Context: an optimization exercise on an open-source flow, tuned for small area, a short achievable clock period and few clock cycles per item. The choices shown serve that exercise and are no tape-out recipe. RTL that was checked went through simulation tests only; none was proved equivalent to the original. Function not checked in runs 3 to 6: the RTL went through the layout flow alone.

--- flow/config.mk ---
export PLATFORM = sky130hd
export DESIGN_NAME = chunk_inner_loop
export DESIGN_NICKNAME = chunk_inner_loop
export VERILOG_FILES = /design/flow/design.v
export SDC_FILE = /design/flow/constraint.sdc
export NUM_CORES = 4
export LEC_CHECK = 0
export CAP_MARGIN = 20
export CORE_MARGIN = 2
export CORE_UTILIZATION = 60
export PLACE_DENSITY = 0.72
export SLEW_MARGIN = 20
--- flow/constraint.sdc ---
create_clock -name core_clock -period 12.0 [get_ports {clk}]
set_input_delay 2.4000 -clock core_clock [delete_from_list [all_inputs] [get_ports {clk}]]
set_output_delay 2.4000 -clock core_clock [all_outputs]
set_load 0.01 [all_outputs]
--- flow/design.v ---
module chunk_inner_loop(
	input logic [511:0] chunk, output logic [255:0] hash,
	input logic valid, reset, clk,
	output logic ready
);
logic        busy;            
logic [5:0]  n;               
logic        pl;              
logic        fin;             
logic [31:0] w [0:15];        
logic [31:0] a, b, c, d, e, f, g, h;
logic [31:0] hv [0:7];        
logic [31:0] das, dac;        
logic [31:0] des, dec;        
function automatic [31:0] rotr(input [31:0] x, input integer s);
	rotr = (x >> s) | (x << (32 - s));
endfunction
function automatic [31:0] kconst(input [5:0] i);
	case (i)
		6'd0: kconst = 32'h428a2f98;  6'd1: kconst = 32'h71374491;  6'd2: kconst = 32'hb5c0fbcf;  6'd3: kconst = 32'he9b5dba5;
		6'd4: kconst = 32'h3956c25b;  6'd5: kconst = 32'h59f111f1;  6'd6: kconst = 32'h923f82a4;  6'd7: kconst = 32'hab1c5ed5;
		6'd8: kconst = 32'hd807aa98;  6'd9: kconst = 32'h12835b01;  6'd10: kconst = 32'h243185be; 6'd11: kconst = 32'h550c7dc3;
		6'd12: kconst = 32'h72be5d74; 6'd13: kconst = 32'h80deb1fe; 6'd14: kconst = 32'h9bdc06a7; 6'd15: kconst = 32'hc19bf174;
		6'd16: kconst = 32'he49b69c1; 6'd17: kconst = 32'hefbe4786; 6'd18: kconst = 32'h0fc19dc6; 6'd19: kconst = 32'h240ca1cc;
		6'd20: kconst = 32'h2de92c6f; 6'd21: kconst = 32'h4a7484aa; 6'd22: kconst = 32'h5cb0a9dc; 6'd23: kconst = 32'h76f988da;
		6'd24: kconst = 32'h983e5152; 6'd25: kconst = 32'ha831c66d; 6'd26: kconst = 32'hb00327c8; 6'd27: kconst = 32'hbf597fc7;
		6'd28: kconst = 32'hc6e00bf3; 6'd29: kconst = 32'hd5a79147; 6'd30: kconst = 32'h06ca6351; 6'd31: kconst = 32'h14292967;
		6'd32: kconst = 32'h27b70a85; 6'd33: kconst = 32'h2e1b2138; 6'd34: kconst = 32'h4d2c6dfc; 6'd35: kconst = 32'h53380d13;
		6'd36: kconst = 32'h650a7354; 6'd37: kconst = 32'h766a0abb; 6'd38: kconst = 32'h81c2c92e; 6'd39: kconst = 32'h92722c85;
		6'd40: kconst = 32'ha2bfe8a1; 6'd41: kconst = 32'ha81a664b; 6'd42: kconst = 32'hc24b8b70; 6'd43: kconst = 32'hc76c51a3;
		6'd44: kconst = 32'hd192e819; 6'd45: kconst = 32'hd6990624; 6'd46: kconst = 32'hf40e3585; 6'd47: kconst = 32'h106aa070;
		6'd48: kconst = 32'h19a4c116; 6'd49: kconst = 32'h1e376c08; 6'd50: kconst = 32'h2748774c; 6'd51: kconst = 32'h34b0bcb5;
		6'd52: kconst = 32'h391c0cb3; 6'd53: kconst = 32'h4ed8aa4a; 6'd54: kconst = 32'h5b9cca4f; 6'd55: kconst = 32'h682e6ff3;
		6'd56: kconst = 32'h748f82ee; 6'd57: kconst = 32'h78a5636f; 6'd58: kconst = 32'h84c87814; 6'd59: kconst = 32'h8cc70208;
		6'd60: kconst = 32'h90befffa; 6'd61: kconst = 32'ha4506ceb; 6'd62: kconst = 32'hbef9a3f7; default: kconst = 32'hc67178f2;
	endcase
endfunction
function automatic [31:0] maj3(input [31:0] x, input [31:0] y, input [31:0] z);
	maj3 = (x & y) | (x & z) | (y & z);
endfunction
wire last = busy && (n == 6'd0);      
wire [31:0] sig1 = rotr(e, 6) ^ rotr(e, 11) ^ rotr(e, 25);
wire [31:0] ch   = (e & f) ^ (~e & g);
wire [31:0] sig0 = rotr(a, 2) ^ rotr(a, 13) ^ rotr(a, 22);
wire [31:0] maj  = (a & b) ^ (a & c) ^ (b & c);
wire [31:0] a_new = das + dac + sig1 + ch + sig0 + maj;
wire [31:0] e_new = des + dec + sig1 + ch;
wire [31:0] kn  = kconst(n);
wire [31:0] hn  = busy ? g : hv[7];
wire [31:0] dn  = busy ? c : hv[3];
wire [31:0] wn  = busy ? w[1] : chunk[511:480];
wire [31:0] g0  = pl ? hv[0] : 32'd0;
wire [31:0] g4  = pl ? hv[4] : 32'd0;
wire [31:0] p_s = hn ^ kn ^ wn;
wire [31:0] p_c = {maj3(hn, kn, wn), 1'b0};
wire [31:0] das_n = p_s ^ p_c ^ g0;
wire [31:0] dac_n = {maj3(p_s, p_c, g0), 1'b0};
wire [31:0] q_s = p_s ^ p_c ^ dn;
wire [31:0] q_c = {maj3(p_s, p_c, dn), 1'b0};
wire [31:0] des_n = q_s ^ q_c ^ g4;
wire [31:0] dec_n = {maj3(q_s, q_c, g4), 1'b0};
wire [31:0] s0w = rotr(w[1], 7) ^ rotr(w[1], 18) ^ (w[1] >> 3);
wire [31:0] s1w = rotr(w[14], 17) ^ rotr(w[14], 19) ^ (w[14] >> 10);
wire [31:0] w_new = w[0] + s0w + w[9] + s1w;
wire [31:0] fa_sum = hv[3] + a;
wire [31:0] fe_sum = hv[7] + e;
assign ready = !busy;
assign hash = {hv[0], hv[1], hv[2], hv[3], hv[4], hv[5], hv[6], hv[7]};
integer j;
always_ff @(posedge clk) begin
	if (!busy) begin
		for (j = 0; j < 16; j++) w[j] <= chunk[511 - 32*j -: 32];
	end else begin
		for (j = 0; j < 15; j++) w[j] <= w[j+1];
		w[15] <= w_new;
	end
	if (busy) begin
		a <= a_new; b <= a; c <= b; d <= c;
		e <= e_new; f <= e; g <= f; h <= g;
	end else begin
		a <= hv[0]; b <= hv[1]; c <= hv[2]; d <= hv[3];
		e <= hv[4]; f <= hv[5]; g <= hv[6]; h <= hv[7];
	end
	das <= das_n; dac <= dac_n;
	des <= des_n; dec <= dec_n;
end
always_ff @(posedge clk) begin
	if (reset) begin
		busy <= 1'b0;
		n <= 6'd0;
		pl <= 1'b0;
		fin <= 1'b0;
		hv[0] <= 32'h6a09e667; hv[1] <= 32'hbb67ae85; hv[2] <= 32'h3c6ef372; hv[3] <= 32'ha54ff53a;
		hv[4] <= 32'h510e527f; hv[5] <= 32'h9b05688c; hv[6] <= 32'h1f83d9ab; hv[7] <= 32'h5be0cd19;
	end else begin
		pl <= busy && (n == 6'd62);
		fin <= busy && (n == 6'd61 || n == 6'd62 || n == 6'd63);
		if (!busy) begin
			n <= valid ? 6'd1 : 6'd0;
			busy <= valid;
		end else begin
			n <= n + 6'd1;
			if (last) begin
				busy <= 1'b0;
				n <= 6'd0;        
				hv[0] <= a_new;
				hv[4] <= e_new;
			end
			if (fin) begin
				hv[1] <= fa_sum; hv[2] <= hv[1]; hv[3] <= hv[2];
				hv[5] <= fe_sum; hv[6] <= hv[5]; hv[7] <= hv[6];
			end
		end
	end
end
endmodule
--- flow/flow/run.sh ---
#!/bin/bash
# Layout: the standard flow (standard.sh, unchanged synthesis), with
#  - sky130_fd_sc_hd__buf_1 as the port buffer (every port still gets one),
#  - timing repair aimed at a setup slack of SETUP_SLACK_MARGIN ns, so the
#    design is repaired below the 12 ns constraint it is signed off at.
# make's full output goes to standard.log in the work folder; ORFS's per-step
# logs stay under orfs/logs/.
set -uo pipefail
cd "$(dirname "$0")/.."
bash standard.sh \
  "BUFFER_PORTS_ARGS=-buffer_cell sky130_fd_sc_hd__buf_1" \
  "SETUP_SLACK_MARGIN=8" \
  finish > standard.log 2>&1
status=$?
tail -n 40 standard.log
exit $status
--- flow/standard.sh ---
#!/bin/bash
# synth_recipe.tcl (not shown) runs the flow's synth.tcl, then flattens the netlist and writes it again
# the make line also repeats each setting of config.mk as NAME=value (left out here)
make -C /OpenROAD-flow-scripts/flow DESIGN_CONFIG=/design/flow/config.mk WORK_HOME=/design/flow/orfs CLKGATE_MAP_FILE= SYNTH_SCRIPT=/design/flow/synth_recipe.tcl "${@:-finish}"
==> impl_metrics.py, run 1 <==
metrics = {
    "setup_path": {
        "cp-end-kind": "flop",
        "crit_path_start_kind": "flop",
        "timing.reg2reg.setup_slack_ns": 7.00,
        "cp.required_ns": 12.60,
        "arrival_ns": 5.60,
        "crit_family": "adder cells",
        "path_buf_inv": 4,
        "worstPathMaxFanout": 4,
        "crit_slowest_cell": "fa_1",
        "critical_path_class": "flop to flop",
        "cpPeakStageDelay_ns": 0.53,
        "worstPathCellList": "xnor2_4 > xor2_2 > fa_1 > inv_2 > fa_1 > inv_2 > fa_1 > inv_2 > ha_4 > fa_2 > a21oi_2 > a2bb2oi_2 > o211ai_1 > a31oi_4 > buf_12 > o21ai_4 > a21boi_2 > a21oi_2 > a31oi_1 > xnor2_1 > mux2_4",
    },
    "job": {
        "maxCapViolCount": 0,
    },
    "detailed_routing": {
        "final_antenna_net_count": 0,
        "drt_iter0_drc": 5200,
        "firstDrtPassIters": 8,
        "routed_wl_um": 210200,
        "route.vias.total": 45481,
        "wl_per_cell_um": 27.20,
        "drcViolationCount": 0,
        "via_per_inst": 5.884,
    },
    "floorplan": {
        "rows": 113,
        "die_h_um": 312.6,
        "ios": 772,
        "core_um2": 94730,
        "initial_utilization_pct": 60.31,
        "dieArea_um2": 97700,
        "die_w_um": 312.6,
    },
    "yosys": {
        "syn_nets": 6656,
        "yosysWarnings": 3,
        "syn-mean-instance-area_um2": 10.21,
        "ys.flop_type": "dfxtp_1",
        "synth-seq-cells": 1095,
        "synthesis.area_um2": 57130,
        "synth_edf_count": 0,
        "yosysSeqAreaShare_pct": 38.37,
        "async_flop_share_pct": 0,
        "synth_cell_types": 79,
        "synth_cells": 5595,
    },
    "sta": {
        "rsz0062_at_grt": "true",
        "period_minus_slack_ns": 5.002,
        "hold_violations": 0,
        "fmax_mhz": 199.9,
        "maxSlewViolCount": 0,
        "fin_skew_ns": 0.02626,
        "slew_headroom_pct": 28.34,
        "tightest_slew_ns": 1.075,
        "tns_ns": 0,
        "period_share_pct": 41.69,
        "setup_viol": 0,
    },
    "clock_tree": {
        "clkSinkCount": 1095,
        "worstSkewPairLatency_ns": 0.73,
        "htreeDepth": 3,
        "cts_buffer_depth": 3,
        "ctsHoldBuffers": 0,
        "numCtsBuffers": 112,
        "cts_tree": "done",
        "cts_root_buffer": "clkbuf_16",
        "clkTransAtPathRegs_ns": 0.06,
    },
    "global_route": {
        "gr-total-overflow": 0,
        "antenna_found_initial": 29,
        "grt_pass1_wl_um": 295200,
        "globalRouteTotalUtil_pct": 41.44,
        "first_global_vias": 43716,
        "grt_max_degree": 196,
    },
    "placement": {
        "hpwl_um": 160200,
        "gp_congestion": 0.9905,
        "port_buffers": 771,
        "dp_cells": 7368,
        "place_area_um2": 61330,
    },
    "status": {
        "status": "timing/DRC/antenna clean",
    },
    "cells_and_area": {
        "most-common-layout-cells": "dfxtp_1, buf_1, mux2_2, nand2_1, inv_1",
        "stdcell_count": 7729,
        "fin_area_um2": 68970,
        "drive_gt1_share_pct": 24.81,
        "final_common_cell": "dfxtp_1",
        "nNetsFinal": 7415,
        "syn_to_final_growth_pct": 20.73,
    },
    "min_path": {
        "min_path_type": "flop to flop",
    },
}
==> kinds of logic (layout without fill, tap and decap cells) <==
group	count (synthesis)	count (layout)	synth area share [%]
AND/OR/NAND/NOR	1096	1096	8.511
flip-flops	1095	1095	38.37
buffers and inverters	845	1699	5.552
AO/OA/AOI/OAI	807	807	8.767
multiplexers	790	790	15.55
adder cells (fa/ha/maj)	576	576	17.33
XOR/XNOR	386	386	5.918
other	0	15	0
==> cells in the mapped netlist, types with 7 or more instances <==
cell type	instances	area, um^2
o21a_1	23	172.7
o22ai_1	7	43.79
buf_1	30	112.6
xor2_1	92	805.8
nand3_1	144	720.7
xnor2_1	294	2575
o311ai_0	8	70.07
or2_2	7	43.79
o21ai_0	132	660.6
maj3_1	30	300.3
o21ai_1	35	175.2
nor2_1	161	604.3
a211o_1	7	61.31
nor4_1	7	43.79
and2_1	67	419.2
mux2i_1	47	470.5
or3_1	10	62.56
o21bai_1	26	195.2
nand2b_1	24	150.1
dfxtp_1	1095	21920
nor2b_1	21	131.4
o31ai_1	10	75.07
o211ai_1	38	285.3
inv_1	541	2031
mux2_2	739	8322
a211oi_1	34	255.2
a21oi_1	305	1526
nand2_1	557	2091
and3_1	16	100.1
ha_1	177	2215
clkbuf_1	269	1010
nand4_1	15	93.84
a21o_1	62	465.5
nor3_1	45	225.2
a31oi_1	32	200.2
fa_1	369	7387
==> area by class of cell <==
cell class / count / area [um^2]
antenna: 15 / 37.54
clock buffer: 163 / 3234
clock inverter: 46 / 601.8
fill: 6869 / 25760
inverter: 546 / 2062
multi-input combinational: 3655 / 34720
sequential: 1095 / 22210
tap: 1265 / 1583
timing repair buffer: 944 / 4526
==> layer usage <==
| metal | track usage [%] | routed length [um] | part of all wire (%) |
|---|---|---|---|
| met4 | 14.19 | 7933 | 3.8 |
| met3 | 12.11 | 25010 | 12 |
| met5 | 0 | 102 | 0.049 |
| met2 | 61.05 | 91240 | 43 |
| met1 | 58.30 | 85960 | 41 |
==> what timing repair did <==
item	4_1_cts	5_1_grt
setup endpoints to repair	288	241
setup buffers	74	61
cloned	1	1
gates resized for setup	414	204
pin swaps	110	100
==> sequential cells by signal, indices dropped and copies added (netlist names) <==
register / flops
a: 32
b: 32
busy: 1
c: 32
dac: 31
das: 32
dec: 31
des: 32
e: 32
f: 32
fin: 1
g: 32
hv: 256
n: 6
pl: 1
w: 512
==> worst paths after layout <==
| path | from | endpoint | depth (start not counted) |
|---|---|---|---|
| max | e[8]$_DFF_P_ | a[30]$_DFF_P_ | 21 |
| min | w[6][11]$_DFF_P_ | w[5][11]$_DFF_P_ | 1 |
| max reg2reg | e[8]$_DFF_P_ | a[30]$_DFF_P_ | 21 |
| min reg2reg | w[6][11]$_DFF_P_ | w[5][11]$_DFF_P_ | 1 |
==> metrics by stage <==
stage	utilization (%)	hold slack [ns]	setup WS, ns
after floorplan	-	0.4328	7.466
after global placement	64.74	0.4352	6.768
after detailed placement	64.74	0.4395	6.646
after CTS	71.21	0.4397	7.170
after global routing	72.79	0.4555	6.914
final	72.81	0.4389	6.998
Testbench counts, summed over its fixed seeds: cycles 12,488, items 192.
==> inputs of run 2 (changes only) <==
--- a/flow/config.mk
+++ b/flow/config.mk
@@ -7,6 +7,5 @@
 export LEC_CHECK = 0
 export CAP_MARGIN = 20
 export CORE_MARGIN = 2
-export CORE_UTILIZATION = 60
-export PLACE_DENSITY = 0.72
+export CORE_UTILIZATION = 40
 export SLEW_MARGIN = 20
==> impl_metrics.py, run 2 <==
metrics = {
    "setup_path": {
        "crit_path_start_kind": "flop",
        "crit_cells": 21,
        "crit_family": "adder cells",
        "crit_top_cell": "fa_1",
        "cpPeakStageDelay_ns": 0.49,
        "cp-end-kind": "flop",
        "reg2regPathDepth": 21,
        "cp.required_ns": 12.65,
        "crit_slowest_cell": "fa_1",
        "worstPathMaxFanout": 3,
        "critical_path_class": "flop to flop",
        "arrival_ns": 5.73,
        "path_buf_inv": 4,
        "worstPathCellList": "xnor2_2 > xor2_1 > buf_4 > fa_1 > inv_2 > fa_1 > inv_1 > fa_1 > inv_2 > ha_4 > fa_2 > a21oi_4 > a2bb2oi_4 > o211ai_1 > a31oi_4 > o21ai_4 > a21boi_2 > a21oi_2 > a31oi_1 > xnor2_1 > mux2_4",
    },
    "yosys": {
        "async_flop_share_pct": 0,
        "yosys.cell_count.top_type": "dfxtp_1",
        "synth_cell_types": 79,
        "yosysWarnings": 3,
        "synth_edf_count": 0,
        "synthTopCellsByCount": "dfxtp_1, mux2_2, nand2_1",
        "synth_cells": 5595,
        "synth_top_cell_by_area": "dfxtp_1",
        "synth.area.top_cells": "dfxtp_1, mux2_2, fa_1",
        "synth-seq-cells": 1095,
        "ys.flop_type": "dfxtp_1",
        "syn_nets": 6656,
        "synthesis.area_um2": 57130,
        "syn-mean-instance-area_um2": 10.21,
        "yosysSeqAreaShare_pct": 38.37,
        "netlist.area_leader.share_pct": 38.37,
    },
    "sta": {
        "slew_headroom_pct": 20.08,
        "hold_violations": 0,
        "setup_viol": 0,
        "maxSlewViolCount": 0,
        "fmax_mhz": 197.0,
        "rsz0062_at_grt": "true",
        "tns_ns": 0,
        "period_minus_slack_ns": 5.077,
        "period_share_pct": 42.31,
        "fin_skew_ns": 0.06548,
        "tightest_slew_ns": 1.190,
    },
    "placement": {
        "place_area_um2": 62070,
        "port_buffers": 771,
        "gp_congestion": 0.9952,
        "hpwl_um": 177800,
    },
    "cells_and_area": {
        "fillers": 13138,
        "most-common-layout-cells": "dfxtp_1, buf_1, mux2_2, nand2_1, inv_1",
        "syn_to_final_growth_pct": 22.84,
        "largest_register_ffs": 512,
        "nNetsFinal": 7423,
        "fin_area_um2": 70180,
        "drive_gt1_share_pct": 25.60,
        "final_common_cell": "dfxtp_1",
        "largestRegisters": "w: 512 flops, hv: 256 flops",
        "final_util_pct": 49.56,
        "regMostFlops": "w",
    },
    "clock_tree": {
        "htreeDepth": 3,
        "clkSinkCount": 1095,
        "cts_root_buffer": "clkbuf_16",
        "worstSkewPairLatency_ns": 0.79,
        "numCtsBuffers": 119,
        "cts_buffer_depth": 3,
        "cts_tree": "done",
        "ctsHoldBuffers": 0,
        "clkTransAtPathRegs_ns": 0.06,
    },
    "global_route": {
        "grt_max_degree": 97,
        "grt_pass1_wl_um": 316400,
        "antenna_found_initial": 37,
        "gr-total-overflow": 0,
        "first_global_vias": 43500,
        "globalRouteTotalUtil_pct": 30.21,
    },
    "floorplan": {
        "dieArea_um2": 145900,
        "core_um2": 141600,
        "die_h_um": 381.9,
        "initial_utilization_pct": 40.35,
        "die_w_um": 381.9,
        "rows": 138,
        "ios": 772,
    },
    "detailed_routing": {
        "final_antenna_net_count": 0,
        "routed_wl_um": 228400,
        "drt_iter0_drc": 3980,
        "route.vias.total": 44588,
        "wl_per_cell_um": 27.30,
        "via_per_inst": 5.328,
        "firstDrtPassIters": 6,
        "drcViolationCount": 0,
    },
    "status": {
        "status": "timing/DRC/antenna clean",
    },
    "min_path": {
        "min_path_cells": 1,
        "min_path_type": "flop to flop",
    },
    "job": {
        "maxCapViolCount": 0,
    },
}
==> run 2: kinds of logic (layout without fill, tap and decap cells) <==
logic type	Yosys count	count (layout)	share of synthesized area, %
buf+inv	845	1712	5.552
simple gates	1096	1096	8.511
compound gates	807	807	8.767
xor+xnor	386	386	5.918
mux	790	790	15.55
fa+ha+maj	576	576	17.33
other cells	0	16	0
flops	1095	1095	38.37
==> run 2: what timing repair did <==
action                     CTS  global route
resized for setup          437           193
setup buffers               85            53
setup endpoints to repair  478           237
hold endpoints to repair     0             0
cloned                       3             2
pin swaps                  110           113
==> run 2: path summary, 6_finish.rpt <==
check | startpoint | to | slack, ns
max reg2reg | e[13]$_DFF_P_ | a[30]$_DFF_P_ | 6.92
max | e[13]$_DFF_P_ | a[30]$_DFF_P_ | 6.92
min | w[15][22]$_DFF_P_ | w[14][22]$_DFF_P_ | 0.42
min reg2reg | w[15][22]$_DFF_P_ | w[14][22]$_DFF_P_ | 0.42
==> run 2: through the flow <==
| step | worst slack (ns) | std cells | hold slack, ns |
|---|---|---|---|
| after CTS | 7.077 | 8296 | 0.4213 |
| after global placement | 6.691 | 7987 | 0.4357 |
| after global routing | 6.756 | 8363 | 0.4321 |
| final | 6.923 | 8368 | 0.4247 |
| after detailed placement | 6.640 | 7987 | 0.4384 |
| after floorplan | 7.466 | 5595 | 0.4328 |
==> run 2: metal layers <==
metal  global-route usage (%)  share of wire [%]
met5                        0              0.062
met4                    10.32                4.1
met3                    7.403                8.6
met1                    40.86                 42
met2                    47.02                 45
==> run 2: final cells by class <==
class                           instances  area [um^2]  share of cell area (%)
Antenna cell                           16        40.04                 0.05705
Tap cell                             1890         2365                   3.370
Clock inverter                         56        765.7                   1.091
Multi-Input combinational cell       3655        34640                   49.36
Sequential cell                      1095        22230                   31.67
Clock buffer                          165         3513                   5.007
Inverter                              546         2067                   2.945
Timing Repair Buffer                  945         4561                   6.499
==> inputs of run 3 (changes only) <==
--- a/flow/design.v
+++ b/flow/design.v
@@ -38,6 +38,22 @@
 function automatic [31:0] maj3(input [31:0] x, input [31:0] y, input [31:0] z);
 	maj3 = (x & y) | (x & z) | (y & z);
 endfunction
+function automatic [31:0] add_bk(input [31:0] p, input [31:0] q);
+	logic [31:0] t, gg, pp;
+	integer i, k;
+	t = p ^ q; gg = p & q; pp = t;
+	for (k = 1; k < 32; k = k * 2)
+		for (i = 2*k - 1; i < 32; i = i + 2*k) begin
+			gg[i] = gg[i] | (pp[i] & gg[i-k]);
+			pp[i] = pp[i] & pp[i-k];
+		end
+	for (k = 8; k >= 1; k = k / 2)
+		for (i = 3*k - 1; i < 32; i = i + 2*k) begin
+			gg[i] = gg[i] | (pp[i] & gg[i-k]);
+			pp[i] = pp[i] & pp[i-k];
+		end
+	add_bk = t ^ {gg[30:0], 1'b0};
+endfunction
 wire last = busy && (n == 6'd0);      
 wire [31:0] sig1 = rotr(e, 6) ^ rotr(e, 11) ^ rotr(e, 25);
 wire [31:0] ch   = (e & f) ^ (~e & g);
@@ -62,8 +78,8 @@
 wire [31:0] s0w = rotr(w[1], 7) ^ rotr(w[1], 18) ^ (w[1] >> 3);
 wire [31:0] s1w = rotr(w[14], 17) ^ rotr(w[14], 19) ^ (w[14] >> 10);
 wire [31:0] w_new = w[0] + s0w + w[9] + s1w;
-wire [31:0] fa_sum = hv[3] + a;
-wire [31:0] fe_sum = hv[7] + e;
+wire [31:0] fa_sum = add_bk(hv[3], a);
+wire [31:0] fe_sum = add_bk(hv[7], e);
 assign ready = !busy;
 assign hash = {hv[0], hv[1], hv[2], hv[3], hv[4], hv[5], hv[6], hv[7]};
 integer j;
==> flow/flow/run.sh (replaced) <==
#!/bin/bash
# Layout: the standard flow (standard.sh, unchanged synthesis), with
#  - sky130_fd_sc_hd__buf_1 as the port buffer (every port still gets one),
#  - timing repair aimed at a setup slack of SETUP_SLACK_MARGIN ns, so the
#    design is repaired below the 12 ns constraint it is signed off at,
#  - a clock tree of clkbuf_8 buffers without dummy loads.
# make's full output goes to standard.log in the work folder; ORFS's per-step
# logs stay under orfs/logs/.
set -uo pipefail
cd "$(dirname "$0")/.."
bash standard.sh \
  "BUFFER_PORTS_ARGS=-buffer_cell sky130_fd_sc_hd__buf_1" \
  "SETUP_SLACK_MARGIN=8" \
  "CTS_ARGS=-sink_clustering_enable -repair_clock_nets -dont_use_dummy_load -buf_list sky130_fd_sc_hd__clkbuf_8" \
  finish > standard.log 2>&1
status=$?
tail -n 40 standard.log
exit $status
--- a/flow/config.mk
+++ b/flow/config.mk
@@ -7,5 +7,6 @@
 export LEC_CHECK = 0
 export CAP_MARGIN = 20
 export CORE_MARGIN = 2
-export CORE_UTILIZATION = 40
+export CORE_UTILIZATION = 60
+export PLACE_DENSITY = 0.72
 export SLEW_MARGIN = 20
==> impl_metrics.py, run 3 <==
metrics = {
    "status": {
        "status": "timing/DRC/antenna clean",
    },
    "global_route": {
        "antenna_found_initial": 29,
        "globalRouteTotalUtil_pct": 42.24,
        "grt_max_degree": 186,
        "gr-total-overflow": 0,
        "first_global_vias": 44025,
        "grt_pass1_wl_um": 296800,
    },
    "yosys": {
        "syn-mean-instance-area_um2": 10.40,
        "synth-seq-cells": 1095,
        "yosysWarnings": 3,
        "netlist.area_leader.share_pct": 38.47,
        "syn_nets": 6566,
        "yosys.cell_count.top_type": "dfxtp_1",
        "ys.flop_type": "dfxtp_1",
        "synthesis.area_um2": 56980,
        "async_flop_share_pct": 0,
        "synth_cell_types": 85,
        "synth_cells": 5479,
        "yosysSeqAreaShare_pct": 38.47,
        "synth.area.top_cells": "dfxtp_1, mux2_2, fa_1",
        "synthTopCellsByCount": "dfxtp_1, mux2_2, nand2_1",
        "synth_top_cell_by_area": "dfxtp_1",
        "synth_edf_count": 0,
    },
    "sta": {
        "tns_ns": 0,
        "fmax_mhz": 202.7,
        "period_share_pct": 41.11,
        "tightest_slew_ns": 1.209,
        "setup_viol": 0,
        "hold_violations": 0,
        "timing.final.ws_setup_ns": 7.066,
        "fin_skew_ns": 0.05983,
        "period_minus_slack_ns": 4.934,
        "slew_headroom_pct": 17.11,
        "rsz0062_at_grt": "true",
        "maxSlewViolCount": 0,
        "whs_ns": 0.4230,
    },
    "cells_and_area": {
        "regMostFlops": "w",
        "final_common_cell": "dfxtp_1",
        "largestRegisters": "w: 512 flops, hv: 256 flops",
        "fillers": 7007,
        "stdcell_count": 7605,
        "final_util_pct": 72.40,
        "largest_register_ffs": 512,
        "nNetsFinal": 7416,
        "drive_gt1_share_pct": 27.90,
        "most-common-layout-cells": "dfxtp_1, buf_1, mux2_2, nand2_1, inv_1",
        "syn_to_final_growth_pct": 20.18,
    },
    "setup_path": {
        "worstPathMaxFanout": 3,
        "critical_path_class": "flop to flop",
        "arrival_ns": 5.61,
        "cp.required_ns": 12.68,
        "cp-end-kind": "flop",
        "crit_path_start_kind": "flop",
    },
    "floorplan": {
        "dieArea_um2": 97450,
        "die_w_um": 312.2,
        "core_um2": 94590,
        "initial_utilization_pct": 60.24,
        "ios": 772,
        "rows": 113,
        "die_h_um": 312.2,
    },
    "detailed_routing": {
        "drt_iter0_drc": 4840,
        "drcViolationCount": 0,
        "routed_wl_um": 213800,
        "via_per_inst": 5.912,
        "route.vias.total": 44962,
        "final_antenna_net_count": 0,
        "wl_per_cell_um": 28.11,
        "firstDrtPassIters": 6,
    },
    "clock_tree": {
        "cts_tree": "done",
        "ctsHoldBuffers": 0,
        "numCtsBuffers": 177,
        "htreeDepth": 4,
        "clkTransAtPathRegs_ns": 0.06,
        "clkSinkCount": 1095,
        "cts_root_buffer": "clkbuf_8",
        "worstSkewPairLatency_ns": 0.88,
        "cts_buffer_depth": 3,
    },
    "placement": {
        "gp_congestion": 1.045,
        "port_buffers": 771,
        "dp_cells": 7238,
        "dp_slack_ns": 6.521,
        "hpwl_um": 162000,
    },
    "min_path": {
        "min_path_type": "flop to flop",
    },
    "job": {
        "maxCapViolCount": 0,
    },
}
run 3: repair_timing:
item / CTS / global route
setup endpoints to repair: 405 / 196
buffers inserted: 112 / 61
pin swaps: 142 / 139
gates cloned: 0 / 4
gates resized for setup: 622 / 219
run 3: layout make-up:
class                           count  area, um^2  area share [%]
Multi-Input combinational cell   3525       35050           51.18
Inverter                          554        2106           3.075
Antenna cell                       13       32.53         0.04750
Timing Repair Buffer              976        4966           7.252
Sequential cell                  1095       22310           32.58
Clock buffer                      177        2436           3.557
Tap cell                         1265        1583           2.311
run 3: kinds of logic (layout without fill, tap and decap cells):
family / count (synthesis) / in the layout / share of synthesized area [%]
AO/OA/AOI/OAI: 724 / 724 / 8.171
XOR/XNOR: 371 / 371 / 5.703
adder cells (fa/ha/maj): 601 / 601 / 18.33
buffers and inverters: 859 / 1707 / 5.667
flip-flops: 1095 / 1095 / 38.47
multiplexers: 791 / 791 / 15.74
other: 0 / 13 / 0
AND/OR/NAND/NOR: 1038 / 1038 / 7.927
run 3: final timing paths:
| path | end | cells after the start | slack (ns) | from |
|---|---|---|---|---|
| worst min-delay path | w[11][24]$_DFF_P_ | 1 | 0.42 | w[12][24]$_DFF_P_ |
| worst max register to register | hv[0][30]$_SDFFE_PP1P_ | 21 | 7.07 | e[4]$_DFF_P_ |
| worst max-delay path | hv[0][30]$_SDFFE_PP1P_ | 21 | 7.07 | e[4]$_DFF_P_ |
| worst min register to register | w[11][24]$_DFF_P_ | 1 | 0.42 | w[12][24]$_DFF_P_ |
run 3: routing by layer:
metal	vias to the layer above	GRT usage, %	share of wire (%)
met3	650	12.51	11
met2	2507	67.32	46
met5	-	0	0.13
met4	26	23.79	6.7
met1	22052	51.29	36
li1	19727	-	-
run 3: worst max-delay path, stage by stage (launching register included):
cell	delay, ns
dfxtp_4	0.39
xnor2_2	0.14
xor2_1	0.15
buf_4	0.16
fa_1	0.51
inv_2	0.04
fa_1	0.49
inv_1	0.05
fa_1	0.49
inv_2	0.05
ha_4	0.22
a21o_1	0.21
buf_6	0.13
o41ai_4	0.27
buf_4	0.20
a211oi_4	0.09
o311ai_2	0.32
a21oi_2	0.14
buf_4	0.17
o21ai_4	0.16
mux2i_2	0.28
o211ai_1	0.11
run 3: metrics by stage:
stage          instance area (um^2)
5_1_grt                       68460
6_report                      68480
2_1_floorplan                 57470
3_3_place_gp                  60890
3_5_place_dp                  60890
4_1_cts                       66790
==> inputs of run 4 (changes only) <==
--- a/flow/flow/run.sh
+++ b/flow/flow/run.sh
@@ -10,7 +10,7 @@
 cd "$(dirname "$0")/.."
 bash standard.sh \
   "BUFFER_PORTS_ARGS=-buffer_cell sky130_fd_sc_hd__buf_1" \
-  "SETUP_SLACK_MARGIN=8" \
+  "SETUP_SLACK_MARGIN=7.2" \
   "CTS_ARGS=-sink_clustering_enable -repair_clock_nets -dont_use_dummy_load -buf_list sky130_fd_sc_hd__clkbuf_8" \
   finish > standard.log 2>&1
 status=$?
==> impl_metrics.py, run 4 <==
metrics = {
    "cells_and_area": {
        "regArea_um2": 22150,
        "most-common-layout-cells": "dfxtp_1, buf_1, mux2_2, nand2_1, inv_1",
        "syn_to_final_growth_pct": 13.55,
        "fillers": 7437,
        "largestRegisters": "w: 512 flops, hv: 256 flops",
        "regMostFlops": "w",
        "largest_register_ffs": 512,
        "drive_gt1_share_pct": 20.57,
        "multi_input_area_um2": 32780,
        "nNetsFinal": 7308,
        "final_common_cell": "dfxtp_1",
    },
    "sta": {
        "fin_skew_ns": 0.06471,
        "period_minus_slack_ns": 4.927,
        "tns_ns": 0,
        "maxSlewViolCount": 0,
        "tightest_slew_ns": 1.128,
        "rsz0062_at_grt": "true",
        "setup_viol": 0,
        "hold_violations": 0,
        "fmax_mhz": 202.9,
        "period_share_pct": 41.06,
        "slew_headroom_pct": 24.04,
    },
    "setup_path": {
        "worstPathCellList": "xor2_1 > xnor2_2 > fa_1 > fa_1 > fa_1 > inv_1 > ha_2 > inv_2 > fa_2 > nor2b_2 > o31a_1 > o221ai_4 > a211oi_4 > o311ai_2 > a21oi_2 > o211ai_1 > and3b_2 > o41ai_2",
        "cp.required_ns": 12.75,
        "r2r-end": "hv[0][28]$_SDFFE_PP0P_",
        "cpPeakStageDelay_ns": 0.50,
        "timing.reg2reg.setup_slack_ns": 7.07,
        "arrival_ns": 5.67,
        "r2r_start": "e[7]$_DFF_P_",
        "critical_path_class": "flop to flop",
        "crit_slowest_cell": "fa_1",
        "crit_top_cell": "fa_1",
        "cp-end-kind": "flop",
        "worstPathMaxFanout": 6,
        "path_buf_inv": 2,
        "crit_family": "adder cells",
        "reg2regPathDepth": 18,
        "crit_path_start_kind": "flop",
    },
    "clock_tree": {
        "numCtsBuffers": 176,
        "clkSinkCount": 1095,
        "cts_tree": "done",
        "cts_root_buffer": "clkbuf_8",
        "ctsHoldBuffers": 0,
        "worstSkewPairLatency_ns": 0.88,
        "htreeDepth": 4,
        "cts_buffer_depth": 3,
        "clkTransAtPathRegs_ns": 0.06,
    },
    "yosys": {
        "synthTopCellsByCount": "dfxtp_1, mux2_2, nand2_1",
        "synth.area.top_cells": "dfxtp_1, mux2_2, fa_1",
        "synth_top_cell_by_area": "dfxtp_1",
        "syn_nets": 6566,
        "synthesis.area_um2": 56980,
        "syn-mean-instance-area_um2": 10.40,
        "yosysSeqAreaShare_pct": 38.47,
        "synth_cells": 5479,
        "synth-seq-cells": 1095,
        "netlist.area_leader.share_pct": 38.47,
        "synth_edf_count": 0,
        "synth_cell_types": 85,
        "ys.flop_type": "dfxtp_1",
        "yosys.cell_count.top_type": "dfxtp_1",
        "yosysWarnings": 3,
        "async_flop_share_pct": 0,
    },
    "min_path": {
        "min_from": "w[13][10]$_DFF_P_",
        "min_path_type": "flop to flop",
        "min_path_cells": 1,
        "min_to": "w[12][10]$_DFF_P_",
    },
    "global_route": {
        "antenna_found_initial": 14,
        "grt_max_degree": 96,
        "globalRouteTotalUtil_pct": 41.80,
        "gr-total-overflow": 0,
        "first_global_vias": 43674,
        "grt_pass1_wl_um": 294200,
    },
    "job": {
        "maxCapViolCount": 0,
    },
    "floorplan": {
        "rows": 113,
        "die_w_um": 312.2,
        "core_um2": 94590,
        "ios": 772,
        "dieArea_um2": 97450,
        "die_h_um": 312.2,
        "initial_utilization_pct": 60.24,
    },
    "placement": {
        "port_buffers": 771,
        "gp_congestion": 1.060,
        "hpwl_um": 162400,
    },
    "status": {
        "status": "timing/DRC/antenna clean",
    },
    "detailed_routing": {
        "firstDrtPassIters": 6,
        "routed_wl_um": 207300,
        "drcViolationCount": 0,
        "route.vias.total": 43419,
        "via_per_inst": 5.795,
        "drt_iter0_drc": 3814,
        "final_antenna_net_count": 0,
        "wl_per_cell_um": 27.67,
    },
}
run 4: cell counts after synthesis:
No cell type changed its count.
run 4: worst max-delay path by stage:
stage,startpoint,endpoint,slack [ns],cells after the start
6_report,e[7]$_DFF_P_,hv[0][28]$_SDFFE_PP0P_,7.07,18
5_1_grt,e[12]$_DFF_P_,hv[0][28]$_SDFFE_PP0P_,6.95,18
2_1_floorplan,e[2]$_DFF_P_,hv[0][28]$_SDFFE_PP0P_,7.20,19
3_5_place_dp,e[8]$_DFF_P_,hv[0][28]$_SDFFE_PP0P_,6.46,20
3_3_place_gp,e[8]$_DFF_P_,hv[0][28]$_SDFFE_PP0P_,6.52,20
4_1_cts,e[8]$_DFF_P_,hv[0][28]$_SDFFE_PP0P_,7.08,20
run 4: cell type report:
class                   instances  area share [%]
inverters                     554           3.224
clock buffers                 176           3.744
diodes                          9         0.03481
well taps                    1265           2.446
repair buffers                869           5.653
flip-flops and latches       1095           34.23
multi-input cells            3525           50.67
run 4: cell families (layout without fill, tap and decap cells):
kind of cell	after synthesis	in the layout	synth area share, %
adder cells (fa/ha/maj)	601	601	18.33
flip-flops	1095	1095	38.47
AND/OR/NAND/NOR	1038	1038	7.927
buffers and inverters	859	1599	5.667
other	0	9	0
AO/OA/AOI/OAI	724	724	8.171
multiplexers	791	791	15.74
XOR/XNOR	371	371	5.703
run 4: metrics by stage:
step	utilization, %	area, um^2	hold slack (ns)	setup slack (ns)	instances
global placement	64.10	60630	0.4348	6.516	7248
floorplan	-	56980	0.4329	7.202	5479
global route	68.39	64690	0.4312	6.952	7488
CTS	67.70	64030	0.4192	7.075	7456
detailed placement	64.10	60630	0.4388	6.462	7248
finish	68.40	64700	0.4251	7.073	7493
run 4: per-layer routing:
metal  global-route usage [%]  vias up  wire, um
met2                    68.56     2118     97980
met4                    31.79       10     18580
met5                        0        -        63
met1                    47.61    21147     73760
met3                    9.602      654     16960
li1                         -    19490         -
run 4: timing repair:
action / in CTS / in global routing
pin swaps: 39 / 40
setup endpoints to repair: 126 / 84
hold endpoints to repair: 0 / 0
buffers inserted: 32 / 28
resized for setup: 206 / 95
==> inputs of run 5 (changes only) <==
==> flow/flow/run.sh (replaced) <==
#!/bin/bash
# Layout: the standard flow (standard.sh, unchanged synthesis), with
#  - sky130_fd_sc_hd__buf_1 as the port buffer (every port still gets one),
#  - timing repair aimed at a setup slack of SETUP_SLACK_MARGIN ns, so the
#    design is repaired below the 12 ns constraint it is signed off at,
#  - a clock tree of clkbuf_8 buffers without dummy loads,
#  - no full/half adder cells (ADDER_MAP_FILE empty): adders stay plain gates
#    for abc, which maps them faster than the fa/ha cells. Registers are
#    unchanged.
# make's full output goes to standard.log in the work folder; ORFS's per-step
# logs stay under orfs/logs/.
set -uo pipefail
cd "$(dirname "$0")/.."
bash standard.sh \
  "BUFFER_PORTS_ARGS=-buffer_cell sky130_fd_sc_hd__buf_1" \
  "SETUP_SLACK_MARGIN=8" \
  "ADDER_MAP_FILE=" \
  "CTS_ARGS=-sink_clustering_enable -repair_clock_nets -dont_use_dummy_load -buf_list sky130_fd_sc_hd__clkbuf_8" \
  finish > standard.log 2>&1
status=$?
tail -n 40 standard.log
exit $status
==> impl_metrics.py, run 5 <==
metrics = {
    "clock_tree": {
        "clkTransAtPathRegs_ns": 0.06,
        "ctsHoldBuffers": 0,
        "htreeDepth": 4,
        "cts_buffer_depth": 3,
        "clkSinkCount": 1095,
        "cts_root_buffer": "clkbuf_8",
        "worstSkewPairLatency_ns": 0.87,
        "numCtsBuffers": 180,
        "cts_tree": "done",
    },
    "cells_and_area": {
        "regMostFlops": "w",
        "largestRegisters": "w: 512 flops, hv: 256 flops",
        "multi_input_area_um2": 39730,
        "drive_gt1_share_pct": 25.42,
        "syn_to_final_growth_pct": 19.62,
        "largest_register_ffs": 512,
        "regArea_um2": 22240,
        "fillers": 7593,
        "fin_area_um2": 72450,
        "final_util_pct": 72.34,
        "final_common_cell": "dfxtp_1",
        "nNetsFinal": 7959,
        "most-common-layout-cells": "dfxtp_1, nand2_1, buf_1, mux2_2, xnor2_1",
    },
    "yosys": {
        "synth_edf_count": 0,
        "yosysSeqAreaShare_pct": 36.20,
        "async_flop_share_pct": 0,
        "yosys.cell_count.top_type": "dfxtp_1",
        "synth_cell_types": 99,
        "synth.area.top_cells": "dfxtp_1, mux2_2, xnor2_1",
        "yosysWarnings": 3,
        "synthTopCellsByCount": "dfxtp_1, nand2_1, mux2_2",
        "synth_top_cell_by_area": "dfxtp_1",
        "syn_nets": 6978,
        "netlist.area_leader.share_pct": 36.20,
        "synth-seq-cells": 1095,
        "syn-mean-instance-area_um2": 9.371,
        "synth_cells": 6463,
        "ys.flop_type": "dfxtp_1",
        "synthesis.area_um2": 60560,
    },
    "detailed_routing": {
        "routed_wl_um": 231300,
        "wl_per_cell_um": 26.43,
        "route.vias.total": 52827,
        "firstDrtPassIters": 7,
        "via_per_inst": 6.035,
        "drcViolationCount": 0,
        "drt_iter0_drc": 4811,
        "final_antenna_net_count": 0,
    },
    "sta": {
        "period_minus_slack_ns": 4.911,
        "tightest_slew_ns": 1.164,
        "period_share_pct": 40.93,
        "hold_violations": 0,
        "slew_headroom_pct": 22.39,
        "setup_viol": 0,
        "maxSlewViolCount": 0,
        "fin_skew_ns": 0.07358,
        "tns_ns": 0,
        "fmax_mhz": 203.6,
        "rsz0062_at_grt": "true",
    },
    "floorplan": {
        "core_um2": 100100,
        "dieArea_um2": 103500,
        "ios": 772,
        "die_h_um": 321.7,
        "rows": 116,
        "die_w_um": 321.7,
        "initial_utilization_pct": 60.47,
    },
    "setup_path": {
        "crit_slowest_cell": "xnor3_2",
        "cp-end-kind": "flop",
        "crit_path_start_kind": "flop",
        "worstPathMaxFanout": 4,
        "critical_path_class": "flop to flop",
        "path_buf_inv": 4,
        "cp.required_ns": 12.73,
        "cpPeakStageDelay_ns": 0.49,
        "worstPathCellList": "xnor3_2 > buf_12 > o21a_4 > maj3_2 > a221o_1 > a21oi_2 > xor2_2 > buf_4 > inv_1 > a21oi_2 > o211ai_1 > buf_4 > a21oi_4 > o21bai_4 > a21o_1 > a31o_4 > a211oi_4 > nor3_2 > o31ai_2 > xnor2_1 > a211oi_1",
        "crit_family": "compound AO/OA/AOI/OAI gates",
        "arrival_ns": 5.64,
    },
    "placement": {
        "hpwl_um": 173100,
        "place_area_um2": 64790,
        "gp_congestion": 0.9963,
        "port_buffers": 771,
    },
    "global_route": {
        "gr-total-overflow": 0,
        "grt_pass1_wl_um": 324500,
        "top_usage_layer": "met2",
        "grt_max_degree": 180,
        "met2_usage_pct": 66.82,
        "met3_usage_pct": 8.872,
        "globalRouteTotalUtil_pct": 42.52,
        "use_met1_pct": 52.13,
        "antenna_found_initial": 17,
        "first_global_vias": 50082,
    },
    "status": {
        "status": "timing/DRC/antenna clean",
    },
    "job": {
        "maxCapViolCount": 0,
    },
    "min_path": {
        "min_path_type": "flop to flop",
    },
}
[run 5: stage by stage]
| stage | hold slack (ns) | setup WS (ns) | instances |
|---|---|---|---|
| finish | 0.4238 | 7.089 | 8753 |
| global route | 0.4303 | 6.916 | 8744 |
| CTS | 0.4213 | 7.147 | 8637 |
| detailed placement | 0.4384 | 6.418 | 8285 |
| global placement | 0.4347 | 6.603 | 8285 |
| floorplan | 0.4328 | 7.470 | 6463 |
[run 5: cells by family (layout without fill, tap and decap cells)]
family / Yosys count / after routing / synth area share [%]
compound gates: 1087 / 1088 / 11.04
xor+xnor: 1107 / 1107 / 18.91
fa+ha+maj: 300 / 300 / 4.989
buf+inv: 427 / 1405 / 2.795
flops: 1095 / 1095 / 36.20
mux: 785 / 785 / 14.45
other cells: 0 / 13 / 0
simple gates: 1662 / 1662 / 11.63
[run 5: cell type report]
type,count,share of cell area (%)
well taps,1298,2.242
repair buffers,1109,8.121
diodes,13,0.04490
inverters,115,0.6269
repair inverters,1,0.01036
flip-flops and latches,1095,30.70
multi-input cells,4942,54.84
clock buffers,180,3.420
[run 5: path summary, 6_finish.rpt]
path              startpoint                     end  slack [ns]  cells past startpoint
max            e[14]$_DFF_P_  hv[0][31]$_SDFFE_PP0P_        7.09                     21
min          w[7][4]$_DFF_P_         w[6][4]$_DFF_P_        0.42                      1
max reg2reg    e[14]$_DFF_P_  hv[0][31]$_SDFFE_PP0P_        7.09                     21
min reg2reg  w[7][4]$_DFF_P_         w[6][4]$_DFF_P_        0.42                      1
[run 5: repair_timing]
item                       4_1_cts  5_1_grt
pin swaps                      158      158
gates resized for setup        476      254
buffers inserted               170      101
gates cloned                     2        2
setup endpoints to repair      456      316
[run 5: per-layer routing]
| metal | vias up | part of all wire [%] |
|---|---|---|
| li1 | 24094 | - |
| met1 | 25272 | 38 |
| met2 | 2754 | 44 |
| met3 | 697 | 9.2 |
| met4 | 10 | 8.6 |
| met5 | - | 0.027 |
[run 5: worst reg2reg max path: cells and delay by family (launching register included)]
family	cells	cell delay (ns)
xor+xnor	3	0.83
compound gates	12	2.64
buf+inv	4	0.56
simple gates	1	0.08
fa+ha+maj	1	0.31
flops	1	0.39
==> inputs of run 6 (changes only) <==
--- a/flow/design.v
+++ b/flow/design.v
@@ -59,8 +59,20 @@
 wire [31:0] ch   = (e & f) ^ (~e & g);
 wire [31:0] sig0 = rotr(a, 2) ^ rotr(a, 13) ^ rotr(a, 22);
 wire [31:0] maj  = (a & b) ^ (a & c) ^ (b & c);
-wire [31:0] a_new = das + dac + sig1 + ch + sig0 + maj;
-wire [31:0] e_new = des + dec + sig1 + ch;
+wire [31:0] a1s = das ^ dac ^ ch;
+wire [31:0] a1c = {maj3(das, dac, ch), 1'b0};
+wire [31:0] a2s = sig1 ^ sig0 ^ maj;
+wire [31:0] a2c = {maj3(sig1, sig0, maj), 1'b0};
+wire [31:0] a3s = a1s ^ a1c ^ a2s;
+wire [31:0] a3c = {maj3(a1s, a1c, a2s), 1'b0};
+wire [31:0] a4s = a3s ^ a3c ^ a2c;
+wire [31:0] a4c = {maj3(a3s, a3c, a2c), 1'b0};
+wire [31:0] a_new = a4s + a4c;
+wire [31:0] e1s = des ^ dec ^ ch;
+wire [31:0] e1c = {maj3(des, dec, ch), 1'b0};
+wire [31:0] e2s = e1s ^ e1c ^ sig1;
+wire [31:0] e2c = {maj3(e1s, e1c, sig1), 1'b0};
+wire [31:0] e_new = e2s + e2c;
 wire [31:0] kn  = kconst(n);
 wire [31:0] hn  = busy ? g : hv[7];
 wire [31:0] dn  = busy ? c : hv[3];
@@ -77,7 +89,11 @@
 wire [31:0] dec_n = {maj3(q_s, q_c, g4), 1'b0};
 wire [31:0] s0w = rotr(w[1], 7) ^ rotr(w[1], 18) ^ (w[1] >> 3);
 wire [31:0] s1w = rotr(w[14], 17) ^ rotr(w[14], 19) ^ (w[14] >> 10);
-wire [31:0] w_new = w[0] + s0w + w[9] + s1w;
+wire [31:0] w1s = w[0] ^ w[9] ^ s0w;
+wire [31:0] w1c = {maj3(w[0], w[9], s0w), 1'b0};
+wire [31:0] w2s = w1s ^ w1c ^ s1w;
+wire [31:0] w2c = {maj3(w1s, w1c, s1w), 1'b0};
+wire [31:0] w_new = w2s + w2c;
 wire [31:0] fa_sum = add_bk(hv[3], a);
 wire [31:0] fe_sum = add_bk(hv[7], e);
 assign ready = !busy;
==> flow/flow/run.sh (replaced) <==
#!/bin/bash
# Layout: the standard flow (standard.sh, unchanged synthesis), with
#  - sky130_fd_sc_hd__buf_1 as the port buffer (every port still gets one),
#  - timing repair aimed at a setup slack of SETUP_SLACK_MARGIN ns, so the
#    design is repaired below the 12 ns constraint it is signed off at,
#  - a clock tree of clkbuf_8 buffers without dummy loads.
# make's full output goes to standard.log in the work folder; ORFS's per-step
# logs stay under orfs/logs/.
set -uo pipefail
cd "$(dirname "$0")/.."
bash standard.sh \
  "BUFFER_PORTS_ARGS=-buffer_cell sky130_fd_sc_hd__buf_1" \
  "SETUP_SLACK_MARGIN=7.5" \
  "CTS_ARGS=-sink_clustering_enable -repair_clock_nets -dont_use_dummy_load -buf_list sky130_fd_sc_hd__clkbuf_8" \
  finish > standard.log 2>&1
status=$?
tail -n 40 standard.log
exit $status
==> impl_metrics.py, run 6 <==
metrics = {
    "sta": {
        "fmax_mhz": 203.2,
        "timing.final.ws_setup_ns": 7.079,
        "period_minus_slack_ns": 4.921,
        "maxSlewViolCount": 0,
        "slew_headroom_pct": 21.51,
        "tightest_slew_ns": 1.173,
        "hold_violations": 0,
        "rsz0062_at_grt": "true",
        "setup_viol": 0,
        "period_share_pct": 41.01,
        "fin_skew_ns": 0.08733,
        "tns_ns": 0,
    },
    "yosys": {
        "synthTopCellsByCount": "dfxtp_1, mux2_2, nand2_1",
        "yosysWarnings": 3,
        "synth_top_family_by_area": "adder cells",
        "synth_cells": 5346,
        "synthMuxAreaShare_pct": 15.75,
        "async_flop_share_pct": 0,
        "yosys.cell_count.top_type": "dfxtp_1",
        "synth_cell_types": 79,
        "synth.area.top_cells": "dfxtp_1, mux2_2, fa_1",
        "synthesis.area_um2": 56320,
        "synth_compound_area_share_pct": 8.619,
        "synth_fa_ha_area_share_pct": 18.01,
        "syn_nets": 6432,
        "netlist.area_leader.share_pct": 38.92,
        "ys.flop_type": "dfxtp_1",
        "synth_top_cell_by_area": "dfxtp_1",
        "synth_edf_count": 0,
        "synth-seq-cells": 1095,
        "synth_simple_gate_area_share_pct": 8.290,
        "yosysSeqAreaShare_pct": 38.92,
        "syn-mean-instance-area_um2": 10.54,
        "synth_xor_area_share_pct": 5.878,
    },
    "detailed_routing": {
        "firstDrtPassIters": 6,
        "drcViolationCount": 0,
        "via_per_inst": 5.903,
        "route.vias.total": 43628,
        "wl_per_cell_um": 28.70,
        "final_antenna_net_count": 0,
        "routed_wl_um": 212100,
        "drt_iter0_drc": 3693,
    },
    "clock_tree": {
        "clkSinkCount": 1095,
        "clkTransAtPathRegs_ns": 0.06,
        "cts_tree": "done",
        "numCtsBuffers": 174,
        "worstSkewPairLatency_ns": 0.88,
        "htreeDepth": 4,
        "cts_root_buffer": "clkbuf_8",
        "cts_buffer_depth": 3,
    },
    "job": {
        "maxCapViolCount": 0,
    },
    "cells_and_area": {
        "syn_to_final_growth_pct": 15.16,
        "largest_register_ffs": 512,
        "most-common-layout-cells": "dfxtp_1, buf_1, mux2_2, nand2_1, fa_1",
        "fin_area_um2": 64860,
        "largestRegisters": "w: 512 flops, hv: 256 flops",
        "nNetsFinal": 7211,
        "drive_gt1_share_pct": 22.03,
        "final_common_cell": "dfxtp_1",
        "regMostFlops": "w",
        "fillers": 7165,
    },
    "setup_path": {
        "critical_path_class": "flop to flop",
        "arrival_ns": 5.64,
        "r2r_start": "e[11]$_DFF_P_",
        "crit_path_start_kind": "flop",
        "cp-end-kind": "flop",
        "worstPathMaxFanout": 6,
        "cp.required_ns": 12.71,
        "crit_start": "e[11]$_DFF_P_",
    },
    "global_route": {
        "globalRouteTotalUtil_pct": 43.15,
        "antenna_found_initial": 15,
        "grt_pass1_wl_um": 296600,
        "first_global_vias": 43515,
        "gr-total-overflow": 0,
        "grt_max_degree": 187,
    },
    "min_path": {
        "min_path_type": "flop to flop",
        "min_from": "w[4][13]$_DFF_P_",
    },
    "floorplan": {
        "die_w_um": 310.4,
        "dieArea_um2": 96340,
        "rows": 112,
        "ios": 772,
        "core_um2": 93190,
        "initial_utilization_pct": 60.44,
        "die_h_um": 310.4,
    },
    "placement": {
        "place_area_um2": 60160,
        "hpwl_um": 164900,
        "dp_slack_ns": 6.591,
        "gp_congestion": 1.052,
        "port_buffers": 771,
    },
    "status": {
        "status": "timing/DRC/antenna clean",
    },
}
[run 6: cells by family (layout without fill, tap and decap cells)]
group,after synthesis,in the layout
AND/OR/NAND/NOR,1069,1069
flip-flops,1095,1095
multiplexers,792,792
AO/OA/AOI/OAI,760,760
other,0,14
XOR/XNOR,378,378
buffers and inverters,680,1457
adder cells (fa/ha/maj),572,572
[run 6: per-layer routing]
layer,part of all wire (%),track usage (%),routed length (um)
met1,36,50.04,76000
met2,47,69.92,99780
met3,8.8,10.03,18590
met4,8.3,32.01,17680
met5,0.025,0,52
[run 6: final timing paths]
| kind | endpoint | slack, ns | cells past startpoint |
|---|---|---|---|
| min | w[3][13]$_DFF_P_ | 0.43 | 1 |
| max reg2reg | hv[0][26]$_SDFFE_PP0P_ | 7.08 | 14 |
| min reg2reg | w[3][13]$_DFF_P_ | 0.43 | 1 |
| max | hv[0][26]$_SDFFE_PP0P_ | 7.08 | 14 |
[run 6: stage by stage]
step / hold WS, ns / cells / util, %
6_report: 0.4269 / 7391 / 69.60
5_1_grt: 0.4335 / 7385 / 69.59
4_1_cts: 0.4316 / 7343 / 68.53
3_5_place_dp: 0.4395 / 7122 / 64.56
3_3_place_gp: 0.4353 / 7122 / 64.56
2_1_floorplan: 0.4329 / 5346 / -
[run 6: final cells by class]
cell class / count / area [um^2] / area share, %
diodes: 14 / 35.03 / 0.05401
clock buffers: 174 / 2395 / 3.692
inverters: 393 / 1486 / 2.292
multi-input cells: 3571 / 33260 / 51.27
flip-flops and latches: 1095 / 22170 / 34.18
well taps: 1254 / 1569 / 2.419
repair buffers: 890 / 3953 / 6.094
[run 6: worst max-delay path: stages (launching register included)]
cell and delay [ns]:
dfxtp_4 0.43, mux2_4 0.34, fa_2 0.59, fa_1 0.43
fa_1 0.59, ha_4 0.22, a21o_1 0.19, a221o_1 0.42
buf_6 0.15, a21oi_4 0.21, a211o_1 0.22, and3_4 0.22
o21ai_4 0.08, or4b_1 0.51, a31oi_1 0.19
[run 6: repair_timing]
action	in CTS	in global routing
hold endpoints to repair	0	0
hold buffers	0	0
setup buffers	45	34
cloned	2	0
setup endpoints to repair	153	98
pin swaps	47	55
gates resized for setup	248	150

[re-timing with driven ports]
The flow's constraints put no driver on any port. The routed layouts listed below were extracted and timed again, unchanged, in two steps.
Step 1, drivers: a clkbuf_16 drives clk and a buf_2 each remaining input, both assumed.
Step 2 also shifts input and output timing later by t, the mid clock arrival at the registers, as if the neighbouring blocks saw the same clock.
a / b / c = no drivers / after step 1 / after step 2; a / b = the first two.
run	t (ns)	slack for setup (ns)	cell pins on the clock port's net
run 1	0.780	6.998 / 6.998 / 6.998	1
run 2	0.839	6.923 / 6.923 / 6.923	1
run 3	0.922	7.066 / 7.066 / 7.066	1
run 4	0.925	7.073 / 7.073 / 6.856	1
run 5	0.907	7.089 / 7.089 / 7.089	1
run 6	0.911	7.079 / 7.079 / 7.079	1
After both steps setup and hold are still met in every run listed. The setup slack of run 4, which loses most, moves by 0.000 ns with the drivers and by -0.217 ns with both steps.
